From an optimization exercise on the open Yosys and OpenROAD flow, aimed at small area, a short achievable clock period and few clock cycles; shortcuts taken in it are not production practice.
No functional check of the RTL was part of any run shown here.
Power figures rest on the tool's default switching activity, not on a simulated workload.

$ cat design/flow/config.mk
export PLATFORM = sky130hd
export DESIGN_NAME = CPU_top
export DESIGN_NICKNAME = CPU_top
export VERILOG_FILES = /design/flow/design.v
export SDC_FILE = /design/flow/constraint.sdc
export NUM_CORES = 4
export LEC_CHECK = 0
export CAP_MARGIN = 20
export CORE_MARGIN = 2
export CORE_UTILIZATION = 40
export CTS_BUF_LIST = sky130_fd_sc_hd__clkbuf_16
export CTS_CLUSTER_DIAMETER = 100
export CTS_CLUSTER_SIZE = 24
export PLACE_DENSITY = 0.6
export SETUP_SLACK_MARGIN = 5
export SLEW_MARGIN = 20
export SYNTH_HIERARCHICAL = 1
export SYNTH_MINIMUM_KEEP_SIZE = 0
$ cat design/flow/constraint.sdc
create_clock -name core_clock -period 10.0 [get_ports {clk}]
set_input_delay 2.0000 -clock core_clock [delete_from_list [all_inputs] [get_ports {clk}]]
set_output_delay 2.0000 -clock core_clock [all_outputs]
set_load 0.01 [all_outputs]
$ cat design/flow/design.v
module ALU(
  input  [32-1:0] in_0,
  input  [32-1:0] in_1,
  input  [2:0]         func,    
  input                sub,     
  input                arith,   
  output reg [32-1:0] out,
  output [32-1:0] sum,
  output               eq,
  output               lt_s,
  output               lt_u
);
  wire [31:0] bb = in_1 ^ {32{sub}};
  wire [31:0] g0 = in_0 & bb;
  wire [31:0] p0 = in_0 ^ bb;
  reg [31:0] G, P, Gn, Pn;
  reg [32:0] cc;
  integer i, l, k;
  always @(*) begin
    G = g0;
    P = p0;
    G[0] = g0[0] | (p0[0] & sub);
    for (l = 0; l < 5; l = l + 1) begin
      Gn = G;
      Pn = P;
      for (i = 0; i < 32; i = i + 1)
        if (i[l]) begin
          k = ((i >> l) << l) - 1;
          Gn[i] = G[i] | (P[i] & G[k]);
          Pn[i] = P[i] & P[k];
        end
      G = Gn;
      P = Pn;
    end
    cc[0] = sub;
    for (i = 0; i < 32; i = i + 1) cc[i+1] = G[i];
  end
  assign sum  = p0 ^ cc[31:0];
  assign eq   = &p0;                        
  assign lt_u = ~cc[32];
  assign lt_s = (in_0[31] ^ in_1[31]) ? in_0[31] : sum[31];
  wire left = func[0];
  wire [4:0] amt = in_1[4:0];
  wire [31:0] r1 = amt[4] ? {in_0[15:0], in_0[31:16]} : in_0;
  wire [31:0] r2 = amt[3] ? {r1[7:0], r1[31:8]} : r1;
  wire [31:0] r3 = amt[2] ? {r2[3:0], r2[31:4]} : r2;
  wire [31:0] r4 = amt[1] ? {r3[1:0], r3[31:2]} : r3;
  wire [31:0] r5 = amt[0] ? {r4[0], r4[31:1]} : r4;
  wire [31:0] rmask = 32'hffffffff >> amt;
  wire [31:0] mask = ~left ? rmask : (amt == 5'd0) ? 32'hffffffff : ~rmask;
  wire [31:0] rout = r5 & mask;
  reg [31:0] other;
  always @(*) begin
    case (func)
      3'd0: other = g0;
      3'd1: other = g0 | p0;
      3'd6, 3'd7: other = rout;
      default: other = p0;
    endcase
    out = arith ? sum : other;
  end
endmodule
module GPregistor(
    input clk,
    input rst,
    input         ra_ld,       
    input  [4:0]  ra_nxt,      
    output [31:0] rd_data,     
    input  [4:0]  wr_addr,
    input         we_alu,      
    input  [31:0] alu_data,
    input         ld,          
    input  [31:0] ld_data,
    output        ld_hold,     
    input  [31:0] held_ld      
   );
   reg [31:0] s0 [0:15];
   reg [31:0] s1 [0:15];
   reg        clr, clr0;      
   reg        t;
   reg [4:0]  raddr;           
   reg        rslot;           
   reg        pv_alu;          
   reg        pv_ld;           
   wire        we    = we_alu | ld;
   wire        wnow  = we & (wr_addr[0] ^ t);              
   wire        pv    = pv_alu | pv_ld;
   wire        do_w  = pv | wnow;
   wire [4:0]  wa    = wr_addr;     
   wire [31:0] wd    = clr ? 32'b0 : (we_alu | pv_alu) ? alu_data : (pv_ld ? held_ld : ld_data);
   assign ld_hold = ld & ~wnow;
   integer j;
   always @(posedge clk) begin
     for (j = 0; j < 16; j = j + 1) begin
       s1[j] <= s0[j];
       s0[j] <= (clr || (do_w && wa[4:1] == j)) ? wd : s1[j];
     end
     if (ra_ld) raddr <= ra_nxt;
   end
   always @(posedge clk or negedge rst) begin
     if (~rst) begin
       clr0 <= 1'b1;
       clr  <= 1'b1;
       t  <= 1'b0;
       pv_alu <= 1'b0;
       pv_ld  <= 1'b0;
       rslot <= 1'b0;
     end else begin
       clr0 <= 1'b0;
       clr  <= clr0;
       t  <= ~t;
       pv_alu <= we_alu & ~wnow;
       pv_ld  <= ld & ~wnow;
       rslot <= ra_ld ? ~(ra_nxt[0] ^ t) : ~rslot;
     end
   end
   wire hit = wr_addr == raddr;
   wire bl  = ld & hit;
   wire ba  = pv_alu & hit;
   wire bh  = pv_ld & hit;
   wire byp = bl | ba | bh;
   wire [34:0] sel;
   genvar k, b;
   generate
     for (k = 0; k < 16; k = k + 1) begin : g_sel
       assign sel[2*k]   = ~byp & ~rslot & (raddr[4:1] == k);
       assign sel[2*k+1] = ~byp &  rslot & (raddr[4:1] == k);
     end
     assign sel[32] = bl;
     assign sel[33] = ba;
     assign sel[34] = bh;
     for (b = 0; b < 32; b = b + 1) begin : g_rd
       wire [34:0] col;
       for (k = 0; k < 16; k = k + 1) begin : g_col
         assign col[2*k]   = s0[k][b];
         assign col[2*k+1] = s1[k][b];
       end
       assign col[32] = ld_data[b];
       assign col[33] = alu_data[b];
       assign col[34] = held_ld[b];
       rf_rdbit u (.d(col), .sel(sel), .o(rd_data[b]));
     end
   endgenerate
endmodule
module rf_rdbit(input [34:0] d, input [34:0] sel, output o);
  assign o = |(d & sel);
endmodule
module CPU_top (
  input  wire                     clk,
  input  wire                     reset,            
  input  wire [32-1:0]       if_bus_rd_data,
  input  wire                     if_bus_rdy,
  input  wire                     if_bus_grnt,
  output wire                     if_bus_req,
  output wire [30-1:0]  if_bus_addr,
  output wire                     if_bus_as,
  input  wire [32-1:0]       mem_bus_rd_data,
  input  wire                     mem_bus_rdy,
  input  wire                     mem_bus_grnt,
  output wire                     mem_bus_req,
  output wire [30-1:0]  mem_bus_addr,
  output wire                     mem_bus_as,
  output wire                     mem_bus_rw,
  output wire [32-1:0]       mem_bus_wr_data
);
  localparam PH_IDLE = 2'd0, PH_A = 2'd1, PH_B = 2'd2, PH_C = 2'd3;
  reg  [1:0]  ph;
  reg         if_req_r;    
  reg         fok;         
  reg         issued;      
  reg         nxt_v;       
  reg  [29:0] fpc;         
  reg  [31:0] ir;
  reg  [31:0] opA, opB;
  reg  [31:0] maddr;       
  reg  [2:0]  func_q;      
  reg  [4:0]  dst_q;
  reg         rw_q;
  reg         mreq, mpend, mok;
  reg         fok_nb, mok_nb;  
  reg         use_pc;      
  reg         sub;         
  reg         arith;       
  reg         rd_q;        
  wire [5:0]  op     = ir[31:26];
  wire [15:0] imm    = ir[15:0];
  wire [31:0] imm_s  = {{16{imm[15]}}, imm};
  wire [31:0] imm_u  = {16'b0, imm};
  wire is_alu  = (op[5:4] == 2'b00);
  wire is_br   = (op[5:2] == 4'b0100);
  wire is_call = (op == 6'h15);
  wire is_jc   = (op[5:1] == 5'b01010);                  
  wire is_ctl  = is_br | is_jc;
  wire is_st   = (op == 6'h17);
  wire is_mem  = (op[5:1] == 5'b01011);
  wire rtype   = is_alu & (~op[0] | (op[3:0] == 4'hb));
  wire imm_sx  = is_mem | is_alu & (op[3:1] == 3'b011 || op[3:1] == 3'b100);   
  wire [2:0] func = op[3:1];
  wire is_shl  = is_alu & (func == 3'd7);
  wire [31:0] imm_ext = is_br ? {imm_s[29:0], 2'b00} :
                        is_jc ? 32'b0 :
                        imm_sx ? imm_s : imm_u;
  wire [31:0] rf_rd;
  wire        ld_hold;
  wire        ld_wb  = mem_bus_rdy & ~rw_q;                
  wire        c_act  = (ph == PH_C) & ~nxt_v;               
  wire        we_c   = c_act & (is_alu | is_call) & (~is_ctl | issued);
  wire [31:0] alu_out;
  wire        ra_ld  = if_bus_rdy | (ph == PH_A && a_done);
  wire [4:0]  ra_nxt = if_bus_rdy ? if_bus_rd_data[25:21] : ir[20:16];
  GPregistor gpr (
    .clk     (clk),
    .rst     (reset),
    .ra_ld   (ra_ld),
    .ra_nxt  (ra_nxt),
    .rd_data (rf_rd),
    .wr_addr (dst_q),
    .we_alu  (we_c),
    .alu_data(alu_out),
    .ld      (ld_wb),
    .ld_data (mem_bus_rd_data),
    .ld_hold (ld_hold),
    .held_ld (maddr)
  );
  wire [31:0] rd_a = rf_rd;    
  wire [31:0] alu_in0 = use_pc ? {fpc, 2'b00} : opA;
  wire [31:0] alu_sum;
  wire eq, lt_s, lt_u;
  ALU alu (
    .in_0 (alu_in0),
    .in_1 (opB),
    .func (func_q),
    .sub  (sub),
    .arith(arith),
    .out  (alu_out),
    .sum  (alu_sum),
    .eq   (eq),
    .lt_s (lt_s),
    .lt_u (lt_u)
  );
  reg cond;
  always @(*) begin
    case (op[1:0])
      2'd0: cond = eq;
      2'd1: cond = ~eq;
      2'd2: cond = lt_s;
      default: cond = lt_u;
    endcase
  end
  wire taken = is_br ? cond : 1'b1;
  wire if_as   = if_bus_grnt & fok;
  wire m_as    = mem_bus_grnt & mok;
  wire a_done  = ~mreq | mem_bus_rdy;
  wire c_done  = (mreq & ~mpend) ? m_as : (~is_ctl | issued | nxt_v);
  wire have    = nxt_v | if_bus_rdy;
  wire fin     = (ph == PH_IDLE) | (ph == PH_C & c_done);
  wire enter_a = fin & have;
  wire redirect = c_act & is_ctl & issued & taken;
  reg [1:0] ph_n;
  always @(*) begin
    ph_n = ph;
    case (ph)
      PH_A: if (a_done) ph_n = PH_B;
      PH_B: ph_n = PH_C;
      default: if (fin) ph_n = have ? PH_A : PH_IDLE;
    endcase
  end
  wire issued_n = enter_a ? 1'b0 : (issued | if_as);
  wire nxt_v_n  = enter_a ? 1'b0 : (nxt_v | if_bus_rdy);
  wire fok_n    = (ph_n != PH_A) & ~issued_n & ~nxt_v_n;
  wire mreq_n   = (ph == PH_A & a_done & is_mem) | (mreq & ~mem_bus_rdy);
  wire mpend_n  = m_as | (mpend & ~mem_bus_rdy);
  always @(posedge clk or negedge reset) begin
    if (~reset) begin
      ph       <= PH_IDLE;
      if_req_r <= 1'b0;
      fok      <= 1'b0;
      issued   <= 1'b0;
      nxt_v    <= 1'b0;
      fpc      <= 30'b0;
      mreq     <= 1'b0;
      mpend    <= 1'b0;
      mok      <= 1'b0;
      fok_nb   <= 1'b1;
      mok_nb   <= 1'b1;
      rd_q     <= 1'b0;
    end else begin
      ph       <= ph_n;
      if_req_r <= 1'b1;
      fok      <= fok_n;
      issued   <= issued_n;
      nxt_v    <= nxt_v_n;
      rd_q     <= redirect;
      if (rd_q)       fpc <= maddr[31:2];
      else if (if_as) fpc <= fpc + 30'd1;
      mreq     <= mreq_n;
      mpend    <= mpend_n;
      mok      <= mreq_n & ~mpend_n;
      fok_nb   <= ~fok_n;
      mok_nb   <= ~(mreq_n & ~mpend_n);
    end
  end
  always @(posedge clk) begin
    if (if_bus_rdy) ir <= if_bus_rd_data;
    if (ld_hold) maddr <= mem_bus_rd_data;
    if (ph == PH_A) begin
      use_pc <= is_br;
      sub <= 1'b0;
    end else if (ph == PH_B) begin
      use_pc <= is_call;                                  
      sub <= is_br | (is_alu & func == 3'd5);
      arith <= is_alu & (func == 3'd3 || func == 3'd4 || func == 3'd5);
    end
    if (ph == PH_A) begin
      opA <= rd_a;
      opB <= {imm_ext[31:5], is_shl ? 5'd0 - imm_ext[4:0] : imm_ext[4:0]};
    end
    if (ph == PH_B) begin
      maddr <= alu_sum;
      func_q <= func;
      if (rtype | is_br | is_st) opB <= {rf_rd[31:5], is_shl ? 5'd0 - rf_rd[4:0] : rf_rd[4:0]};
      dst_q <= rtype ? ir[15:11] : (is_call ? 5'd31 : ir[20:16]);
      rw_q  <= is_st;
    end
  end
  assign if_bus_req      = if_req_r;
  assign if_bus_addr     = fpc;
  assign if_bus_as       = if_bus_grnt & ~fok_nb;    
  assign mem_bus_req     = mreq;
  assign mem_bus_addr    = maddr[31:2];
  assign mem_bus_as      = mem_bus_grnt & ~mok_nb;   
  assign mem_bus_rw      = rw_q;
  assign mem_bus_wr_data = opB;
endmodule
$ cat design/flow/flow/run.sh
#!/bin/bash
# The standard layout (the standard.sh), with a tighter setup repair target and
# small buffers on the ports.  Each step's full output is in orfs/logs; make's output
# goes to flow.log here.
set -euo pipefail
bash standard.sh SETUP_SLACK_MARGIN=5.7 \
  "BUFFER_PORTS_ARGS=-buffer_cell sky130_fd_sc_hd__buf_1" finish > flow.log 2>&1
$ cat design/flow/standard.sh
#!/bin/bash
# synth_recipe.tcl (not shown) runs the flow's synth.tcl, then flattens the netlist and writes it again
# the make line also repeats each setting of config.mk as NAME=value (left out here)
make -C /OpenROAD-flow-scripts/flow DESIGN_CONFIG=/design/flow/config.mk WORK_HOME=/design/flow/orfs CLKGATE_MAP_FILE= SYNTH_SCRIPT=/design/flow/synth_recipe.tcl "${@:-finish}"
==> results of run 1 <==
-- stage by stage --
| step | cell area [um2] | setup slack (ns) |
|---|---|---|
| after detailed placement | 51100 | 3.67 |
| final | 54900 | 5.47 |
| after CTS | 53700 | 5.52 |
| after global routing | 54900 | 5.36 |
| after floorplan | 49000 | 4.95 |
| after global placement | 51100 | 3.73 |
-- worst max-delay path by stage --
stage / slack [ns] / from / to / depth (start not counted)
after global routing: 5.36 / use_pc / opB[4] / 20
final: 5.47 / mem_bus_rdy / opB[4] / 17
after CTS: 5.52 / use_pc / opB[17] / 19
after detailed placement: 3.67 / mem_bus_rdy / opB[3] / 14
after global placement: 3.73 / mem_bus_rdy / opB[3] / 14
after floorplan: 4.95 / mem_bus_rdy / opB[4] / 13
-- cells in the final DEF (no fill, tap or decap), types with 41 or more instances in the layout --
cell type / count
sky130_fd_sc_hd__xnor2_1: 41
sky130_fd_sc_hd__mux2_2: 109
sky130_fd_sc_hd__a21oi_1: 63
sky130_fd_sc_hd__o21ai_0: 90
sky130_fd_sc_hd__ha_1: 42
sky130_fd_sc_hd__a22o_1: 673
sky130_fd_sc_hd__a22oi_1: 199
sky130_fd_sc_hd__xor2_1: 54
sky130_fd_sc_hd__inv_1: 103
sky130_fd_sc_hd__dfxtp_1: 1052
sky130_fd_sc_hd__nor2_1: 245
sky130_fd_sc_hd__nand2_1: 143
sky130_fd_sc_hd__buf_4: 130
sky130_fd_sc_hd__buf_1: 161
sky130_fd_sc_hd__clkbuf_16: 61
sky130_fd_sc_hd__a221oi_1: 130
sky130_fd_sc_hd__edfxtp_1: 107
sky130_fd_sc_hd__mux2i_1: 61
sky130_fd_sc_hd__nand4_1: 109
-- state kept, by name (all words and copies together), names as in the netlist, 2 cells and up --
name,cells
opB,32
opA,32
fpc,30
gpr.raddr,5
dst_q,5
func_q,3
gpr.s1,512
maddr,32
ir,27
ph,2
gpr.s0,512
-- Yosys stat by module (local to each module, per instance) --
| module | cells | times used | area (um2) | flops+latches |
|---|---|---|---|---|
| GPregistor | 1996 | 1 | 28000 | 1035 |
| CPU_top | 690 | 1 | 8220 | 177 |
| ALU | 906 | 1 | 6660 | 0 |
| rf_rdbit | 21 | 32 | 174 | 0 |
-- per-layer routing --
| metal | track usage [%] | routed length [um] | share of wire (%) |
|---|---|---|---|
| met3 | 7.96 | 26600 | 13 |
| met4 | 21.7 | 17200 | 8.1 |
| met1 | 44.3 | 82400 | 39 |
| met5 | 0 | 29 | 0.014 |
| met2 | 47.3 | 86600 | 41 |
-- logic make-up (layout without fill, tap and decap cells) --
kind of cell,Yosys count,in the layout
buffers and inverters,380,530
multiplexers,269,269
XOR/XNOR,99,99
AO/OA/AOI/OAI,1469,1469
other,2,5
AND/OR/NAND/NOR,756,761
adder cells (fa/ha/maj),77,77
flip-flops,1212,1212
-- worst register-to-register path, cell delays in order (launching register included) --
cell and delay (ns):
sky130_fd_sc_hd__edfxtp_1 0.44, sky130_fd_sc_hd__buf_4 0.19, sky130_fd_sc_hd__clkbuf_16 0.19, sky130_fd_sc_hd__mux2_4 0.29, sky130_fd_sc_hd__inv_1 0.09, sky130_fd_sc_hd__ha_4 0.29, sky130_fd_sc_hd__nand4_1 0.16, sky130_fd_sc_hd__a21o_1 0.24
sky130_fd_sc_hd__a21o_4 0.28, sky130_fd_sc_hd__buf_4 0.15, sky130_fd_sc_hd__a21oi_2 0.14, sky130_fd_sc_hd__nor3b_2 0.08, sky130_fd_sc_hd__a21o_1 0.18, sky130_fd_sc_hd__a221o_1 0.46, sky130_fd_sc_hd__a22o_1 0.25, sky130_fd_sc_hd__a221oi_2 0.18
sky130_fd_sc_hd__nand4_1 0.13, sky130_fd_sc_hd__or3_4 0.46, sky130_fd_sc_hd__o22a_1 0.23
-- power by group through the flow --
stage               clock network, mW  logic (mW)  registers (mW)
detailed placement                  0        6.39            6.09
global placement                    0        6.35            6.10
finish                           2.74        7.87            6.02
floorplan                           0        4.18            5.77
global route                     2.89        8.15            6.03
CTS                              2.72        6.79            5.99
-- area by class of cell --
type                    count  area, um2
multi-input cells        2677      22900
well taps                1612       2020
clock buffers              58       1450
inverters                  97        367
flip-flops and latches   1212      25600
repair buffers            344       2350
diodes                      3       7.51
fillers                 11100      65100
clock inverters            31        214
-- timing repair --
item	CTS	global route
hold endpoints to repair	0	0
buffers inserted	24	46
endpoints found under the setup margin	586	488
gates cloned	7	3
resized for setup	149	178
pin swaps	27	60
==> impl_summary.txt, run 1 <==
----------------------------------------------------
[Run status]
  Run status ... finished clean

[Timing]
  Worst hold margin ... roughly 0.34 ns
  Final Max Slew Viols ... 0
  Measured slew at the worst slew-check pin ... about 1.1 ns
  Unrepaired setup endpoints after global routing ... yes
  Hold Vio Cnt, Final ... 0
  Aggregate negative setup slack ... 0 ns
  Final setup violation count ... 0
  Final setup skew ... 0.0340 ns
  F_max ... approximately 0.22 GHz
  Clock period minus final worst setup slack ... between 4 and 5 ns
  Slew margin rel. ... 24.9%
  Portion of the clock cycle consumed by the worst path in the final layout ... between 40% and 50%

[Clock network]
  Register clock-pin slew on the reported worst setup and hold paths ... around 0.1 ns
  Worst-skew pair later-pin latency ... between 0.7 and 0.8 ns
  Number of sinks driven by the clock tree ... 1212
  Total of hold buffers inserted after clock tree synthesis ... 0
  Number of levels the H-tree was split into ... 2
  TritonCTS clock tree ... built
  Number of buffers created by CTS ... 58
  Root buffer selected by CTS ... sky130_fd_sc_hd__clkbuf_16
  Buffer depth of the longest clock path ... 3

[Detailed routing]
  Router iterations before antenna repair ... 8
  DR WL/cell ... 35.3 um
  Via count ... 40900
  Number of design-rule violations left by the first detailed-router iteration ... just over 6000
  DRT antenna net count ... 0
  WL final ... about 210 mm
  Per-cell via count in the routed design ... 6.78
  Count of unresolved DRC violations after routing ... 0

[Synthesis]
  Count of different cell masters after synthesis ... 92
  Xor-xnor portion of the synthesized cell area ... roughly 1.8%
  Post-synth top area cell ... sky130_fd_sc_hd__dfxtp_1
  Synth top cells by count ... sky130_fd_sc_hd__dfxtp_1, sky130_fd_sc_hd__a22o_1, sky130_fd_sc_hd__nor2_1
  Average cell area after synthesis ... 11.4 um2
  Proportion of synthesized chip area in sequential cells ... 52.9%
  Synth Area in Adders ... 2.06%
  Leading post-synthesis cells by cell area ... sky130_fd_sc_hd__dfxtp_1, sky130_fd_sc_hd__a22o_1, sky130_fd_sc_hd__edfxtp_1
  Dominant combinational cell family by area after synthesis ... compound AO/OA/AOI/OAI gates
  Area fraction in compound gates after synthesis ... around a quarter
  Most instantiated flip-flop cell in the synthesis netlist ... sky130_fd_sc_hd__dfxtp_1
  Simple-gate portion of the synthesized area ... under 10%
  Post-synthesis net count ... 4410
  Area share of the largest cell type after synthesis ... 43.7%
  Netlist area before placement ... 0.0484 mm2
  Fraction of synthesis flops using an asynchronous set or reset pin ... roughly 4%
  Cell with the most instances after synthesis ... sky130_fd_sc_hd__dfxtp_1
  Synth Register Bits ... 1212
  Number of flops mapped to enable cells by yosys ... 107
  Yosys synthesis warning count ... 11
  Multiplexer share of the synthesized area ... 7.02%
  Synthesized netlist cell count ... roughly 4300

[Global route]
  Number of global-route vias before repair ... 38200
  Total overflow reported by the global router ... 0
  Largest net degree at the start of global routing ... 77
  Wire length of the first global-routing pass ... 292 mm
  Global-route total usage across every layer ... 33.1%
  Number of antenna violations at the first check in global routing ... 6

[Worst setup path]
  Cell chain of the critical path ... buf_1, nor2b_4, nor3_4, nor3_4, buf_12, buf_8, nor4b_4, buf_12, a22o_1, a221oi_1, nand4_1, or3_4, inv_2, ha_4, a21oi_2, xnor2_1, a22oi_1
  Capture instance of the worst register-to-register path ... opB[29]
  CP Max Fanout ... 32
  Largest incremental delay on the critical path ... between 0.4 and 0.5 ns
  Master of the slowest instance on the critical path ... sky130_fd_sc_hd__or3_4
  Critical path launch point type ... input pin
  Critical path data arrival time ... 5.17 ns
  CP delay by family, top ... simple AND/OR/NAND/NOR gates
  Setup Crit Path Kind ... input pin to register
  Critical Path End Type ... register
  Critical path required time ... 10.64 ns
  Worst Reg2Reg Path Length in Cells ... 18
  WP buf/inv ... 5
  Setup slack of the worst register-to-register path ... 5.48 ns
  Start of the worst register-to-register path ... use_pc

[Power]
  Static leakage ... 20.3 nW
  Final Total Pwr ... 16.6 mW
  Power density normalized to cell area ... 303 mW/mm2
  Part of the power in the clock network ... between 15 and 20%
  Combinational cell fraction of total power ... 47.3%
  Internal Power ... 9.41 mW
  Switching part of the total ... 43.4%
  Net switching component of the power ... around 7.2 mW
  Register share of total power ... 36.2%
  Worst VDD drop ... 224 uV

[Worst hold path]
  Path category of the worst min-delay check ... register to register
  Hold Path Stages ... 0
  End of the worst hold path ... gpr.s1[11][29]
  Origin of the worst min-delay path ... gpr.s0[11][29]

[Floorplan]
  Horizontal die dimension ... 352 um
  Effective utilization at floorplan ... 40.3%
  Floorplan Core Area ... 0.120 mm2
  I/O pins ... approximately 170
  Die area ... 0.124 mm2
  Vertical die dimension ... 352 um
  Floorplan row count ... between 100 and 150

[Final layout]
  Net total in the final layout ... 4536
  Fraction of layout instances using a drive strength above 1 ... around 17%
  Post-layout util ... roughly 46%
  Growth of design area from synthesis to finish ... 13.5%
  Final non-filler cell total ... 6034

[Place]
  Number of I/O port buffers ... around 170
  Inst Count DP ... 5862
  Gp weighted congestion ... around 0.94
  Placed wire-length estimate ... 127 mm

[Flow run]
  Max capacitance violation total ... 0

----------------------------------------------------
==> run 2: changes to the inputs <==
--- a/design/flow/config.mk
+++ b/design/flow/config.mk
@@ -8,9 +8,9 @@
 export CAP_MARGIN = 20
 export CORE_MARGIN = 2
-export CORE_UTILIZATION = 40
+export CORE_UTILIZATION = 50
 export CTS_BUF_LIST = sky130_fd_sc_hd__clkbuf_16
 export CTS_CLUSTER_DIAMETER = 100
 export CTS_CLUSTER_SIZE = 24
-export PLACE_DENSITY = 0.6
+export PLACE_DENSITY = 0.65
 export SETUP_SLACK_MARGIN = 5
 export SLEW_MARGIN = 20
==> impl_summary.txt, run 2 <==
----------------------------------------------------
[Power]
  Final Total Pwr ... 16.4 mW (-1.5%)
  Power density normalized to cell area ... 303 mW/mm2 (about the same)
  Worst VDD drop ... 199 uV (-11%)
  Static leakage ... 20.1 nW (-1.1%)

[Detailed routing]
  DR WL/cell ... 35.2 um (-0.26%)
  Via count ... 40100 (-1.9%)
  DRT antenna net count ... 0 (unchanged)
  Number of design-rule violations left by the first detailed-router iteration ... 6219 (-0.24%)
  Per-cell via count in the routed design ... 7.09 (+4.6%)
  WL final ... 199 mm (-6.5%)
  Router iterations before antenna repair ... 8 (unchanged)
  Count of unresolved DRC violations after routing ... 0 (unchanged)

[Clock network]
  Register clock-pin slew on the reported worst setup and hold paths ... 0.11 ns (about the same)
  Buffer depth of the longest clock path ... 3 (unchanged)
  Total of hold buffers inserted after clock tree synthesis ... 0 (unchanged)
  TritonCTS clock tree ... built
  Root buffer selected by CTS ... sky130_fd_sc_hd__clkbuf_16
  Number of sinks driven by the clock tree ... 1212 (unchanged)
  Worst-skew pair later-pin latency ... 0.72 ns (-0.02 ns)
  Number of levels the H-tree was split into ... 2 (unchanged)
  Number of buffers created by CTS ... 58 (unchanged)

[Synthesis]
  Fraction of synthesis flops using an asynchronous set or reset pin ... 3.96% (unchanged)
  Proportion of synthesized chip area in sequential cells ... 52.9% (unchanged)
  Most instantiated flip-flop cell in the synthesis netlist ... sky130_fd_sc_hd__dfxtp_1
  Synthesized netlist cell count ... 4264 (unchanged)
  Synth top cells by count ... sky130_fd_sc_hd__dfxtp_1, sky130_fd_sc_hd__a22o_1, sky130_fd_sc_hd__nor2_1
  Cell with the most instances after synthesis ... sky130_fd_sc_hd__dfxtp_1
  Synth Register Bits ... 1212 (unchanged)
  Count of different cell masters after synthesis ... 92 (unchanged)
  Area share of the largest cell type after synthesis ... 43.7% (unchanged)
  Number of flops mapped to enable cells by yosys ... 107 (unchanged)
  Post-synthesis net count ... 4410 (unchanged)
  Post-synth top area cell ... sky130_fd_sc_hd__dfxtp_1
  Yosys synthesis warning count ... 11 (unchanged)
  Leading post-synthesis cells by cell area ... sky130_fd_sc_hd__dfxtp_1, sky130_fd_sc_hd__a22o_1, sky130_fd_sc_hd__edfxtp_1
  Netlist area before placement ... 0.0484 mm2 (unchanged)
  Average cell area after synthesis ... 11.4 um2 (unchanged)

[Timing]
  Portion of the clock cycle consumed by the worst path in the final layout ... 46.2% (+0.90 points)
  Hold Vio Cnt, Final ... 0 (unchanged)
  Clock period minus final worst setup slack ... 4.62 ns (+0.0899 ns)
  Slew margin rel. ... 18.7% (-6.2 points)
  Unrepaired setup endpoints after global routing ... yes
  Worst-case setup margin in the final layout ... 5.38 ns (-0.0899 ns)
  F_max ... 0.216 GHz (-1.9%)
  Final setup skew ... 0.0482 ns (+0.0142 ns)
  Aggregate negative setup slack ... 0 ns (unchanged)
  Final setup violation count ... 0 (unchanged)
  Measured slew at the worst slew-check pin ... 1.20 ns (+0.0862 ns)
  Final Max Slew Viols ... 0 (unchanged)

[Worst setup path]
  Capture instance of the worst register-to-register path ... opB[21]
  Cell chain of the critical path ... buf_4, buf_12, mux2_4, buf_12, mux2_4, mux4_2, mux4_2, a41o_1, nand2_2, o311ai_4, buf_6, a22o_1, a221oi_2, nand4_1, or3_4, o22a_1
  Critical path required time ... 10.61 ns (-0.03 ns)
  Start of the worst register-to-register path ... use_pc
  Worst Reg2Reg Path Length in Cells ... 16 (-2)
  Setup Crit Path Kind ... register to register
  WP buf/inv ... 4 (-1)
  CP Max Fanout ... 16 (-50%)
  Setup slack of the worst register-to-register path ... 5.38 ns (-0.10 ns)
  Critical Path End Type ... register
  Critical path data arrival time ... 5.23 ns (+0.06 ns)
  CP delay by family, top ... multiplexers
  Critical path launch point type ... register
  Master of the slowest instance on the critical path ... sky130_fd_sc_hd__mux4_2
  Largest incremental delay on the critical path ... 0.52 ns (+0.06 ns)

[Global route]
  Wire length of the first global-routing pass ... 277 mm (-5.1%)
  Number of global-route vias before repair ... 37900 (-0.83%)
  Total overflow reported by the global router ... 0 (unchanged)
  Number of antenna violations at the first check in global routing ... 3 (-3)
  Largest net degree at the start of global routing ... 75 (-2.6%)
  Global-route total usage across every layer ... 38.8% (+5.7 points)

[Floorplan]
  Floorplan row count ... 114 (-10%)
  Vertical die dimension ... 315 um (-10%)
  Floorplan Core Area ... 0.0963 mm2 (-20%)
  Horizontal die dimension ... 315 um (-10%)
  Effective utilization at floorplan ... 50.3% (+9.9 points)
  I/O pins ... 167 (unchanged)
  Die area ... 0.0993 mm2 (-20%)

[Final layout]
  Net total in the final layout ... 4502 (-0.75%)
  Fraction of layout instances using a drive strength above 1 ... 16.5% (-0.60 points)
  Largest registers in the final layout ... gpr.s0 (512), gpr.s1 (512)
  Highest-count cells in the layout ignoring fill and taps ... sky130_fd_sc_hd__dfxtp_1, sky130_fd_sc_hd__a22o_1, sky130_fd_sc_hd__nor2_1, sky130_fd_sc_hd__a22oi_1, sky130_fd_sc_hd__buf_1
  Most common library cell in the layout ignoring fill and taps ... sky130_fd_sc_hd__dfxtp_1
  Growth of design area from synthesis to finish ... 11.8%

[Worst hold path]
  Origin of the worst min-delay path ... gpr.s0[11][19]
  Path category of the worst min-delay check ... register to register
  End of the worst hold path ... gpr.s1[11][19]
  Hold Path Stages ... 0 (unchanged)

[Place]
  Number of I/O port buffers ... 166 (unchanged)
  Placed wire-length estimate ... 119 mm (-6.0%)
  Gp weighted congestion ... 0.961 (+1.7%)
  Placement Setup Slack ... 4.20 ns (+0.527 ns)

[Run status]
  Run status ... finished clean

[Flow run]
  Max capacitance violation total ... 0 (unchanged)

----------------------------------------------------
==> run 2: cell counts after synthesis <==
No cell type changed its count.
==> run 2: timing repair <==
action / 4_1_cts / 5_1_grt
resized for setup: 165 / 152
buffers inserted: 18 / 33
setup endpoints to repair: 582 / 450
cloned: 6 / 2
pin swaps: 16 / 80
==> run 2: worst max path at each step <==
stage,start,end,cells after the start
final,use_pc,opB[21],16
after CTS,use_pc,opB[17],19
after floorplan,mem_bus_rdy,opB[4],13
after detailed placement,mem_bus_rdy,opB[3],14
after global routing,use_pc,opB[21],16
after global placement,mem_bus_rdy,opB[3],14
==> run 2: metrics by stage <==
| stage | util (%) | cell area, um2 | instances | hold WS, ns |
|---|---|---|---|---|
| 2_1_floorplan | - | 49000 | 4264 | 0.330 |
| 4_1_cts | 55.2 | 53200 | 5620 | 0.338 |
| 6_report | 56.2 | 54100 | 5658 | 0.330 |
| 3_3_place_gp | 52.6 | 50600 | 5513 | 0.332 |
| 5_1_grt | 56.2 | 54100 | 5655 | 0.354 |
| 3_5_place_dp | 52.6 | 50600 | 5513 | 0.336 |
==> run 2: cell families after synthesis <==
| family | share of synthesized area, % |
|---|---|
| xor gates and xnor gates | 1.79 |
| adders and majority gates | 2.06 |
| DFF | 52.9 |
| AOI/OAI and AO/OA | 24.6 |
| other | 0.0155 |
| buffers and inverters | 3.84 |
| muxes | 7.02 |
| and+or+nand+nor | 7.79 |
==> run 2: area by class of cell <==
cell class	instances	area [um2]
fill	8294	42200
sequential	1212	25600
multi-input combinational	2676	22800
timing repair buffer	311	2140
tap	1276	1600
clock buffer	58	1450
inverter	97	369
clock inverter	25	176
antenna	3	7.51
==> run 2: Yosys stat by module (local to each module, per instance) <==
module | area [um2] | times used
CPU_top | 8220 | 1
rf_rdbit | 174 | 32
ALU | 6660 | 1
GPregistor | 28000 | 1
==> run 2: report_power, final <==
part	switching (mW)	leakage (nW)	internal (mW)
registers	0.627	10.1	5.38
logic	4.83	9.15	2.86
clock network	1.61	0.858	1.07
==> run 2: metal layers <==
layer	vias to the layer above	GRT usage, %	routed length (um)
li1	16700	-	-
met1	19700	51.7	76000
met2	2943	54.6	80200
met3	778	10.7	26200
met4	4	25.8	16500
met5	-	1.06	141

[re-timing with driven ports]
In the flow no input, the clock included, has a driving cell. The finished layouts below were timed again as built, in two steps. Step 1 (the two cells are an assumption about what drives the block):
set clk [get_ports {clk}]
set_driving_cell -lib_cell sky130_fd_sc_hd__clkbuf_16 $clk
set_driving_cell -lib_cell sky130_fd_sc_hd__buf_2 [delete_from_list [all_inputs] $clk]
Step 2 times the ports against the registers' clock, not the clock port: input delays grow and output delays shrink by t, the midpoint of the rising clock arrivals with the driver on. a / b / c = no drivers / after step 1 / after step 2; a / b = the first two.
run	t (ns)	setup WS [ns]	worst setup path after step 2	pins driven straight from the clock port
run 1	0.793	5.470 / 5.485 / 4.713	input to register	1
run 2	0.766	5.380 / 5.380 / 4.767	input to register	1
After both steps every run listed still meets setup and hold. For run 1, which loses most, drivers alone change the setup slack by +0.015 ns; drivers and shift together by -0.757 ns.
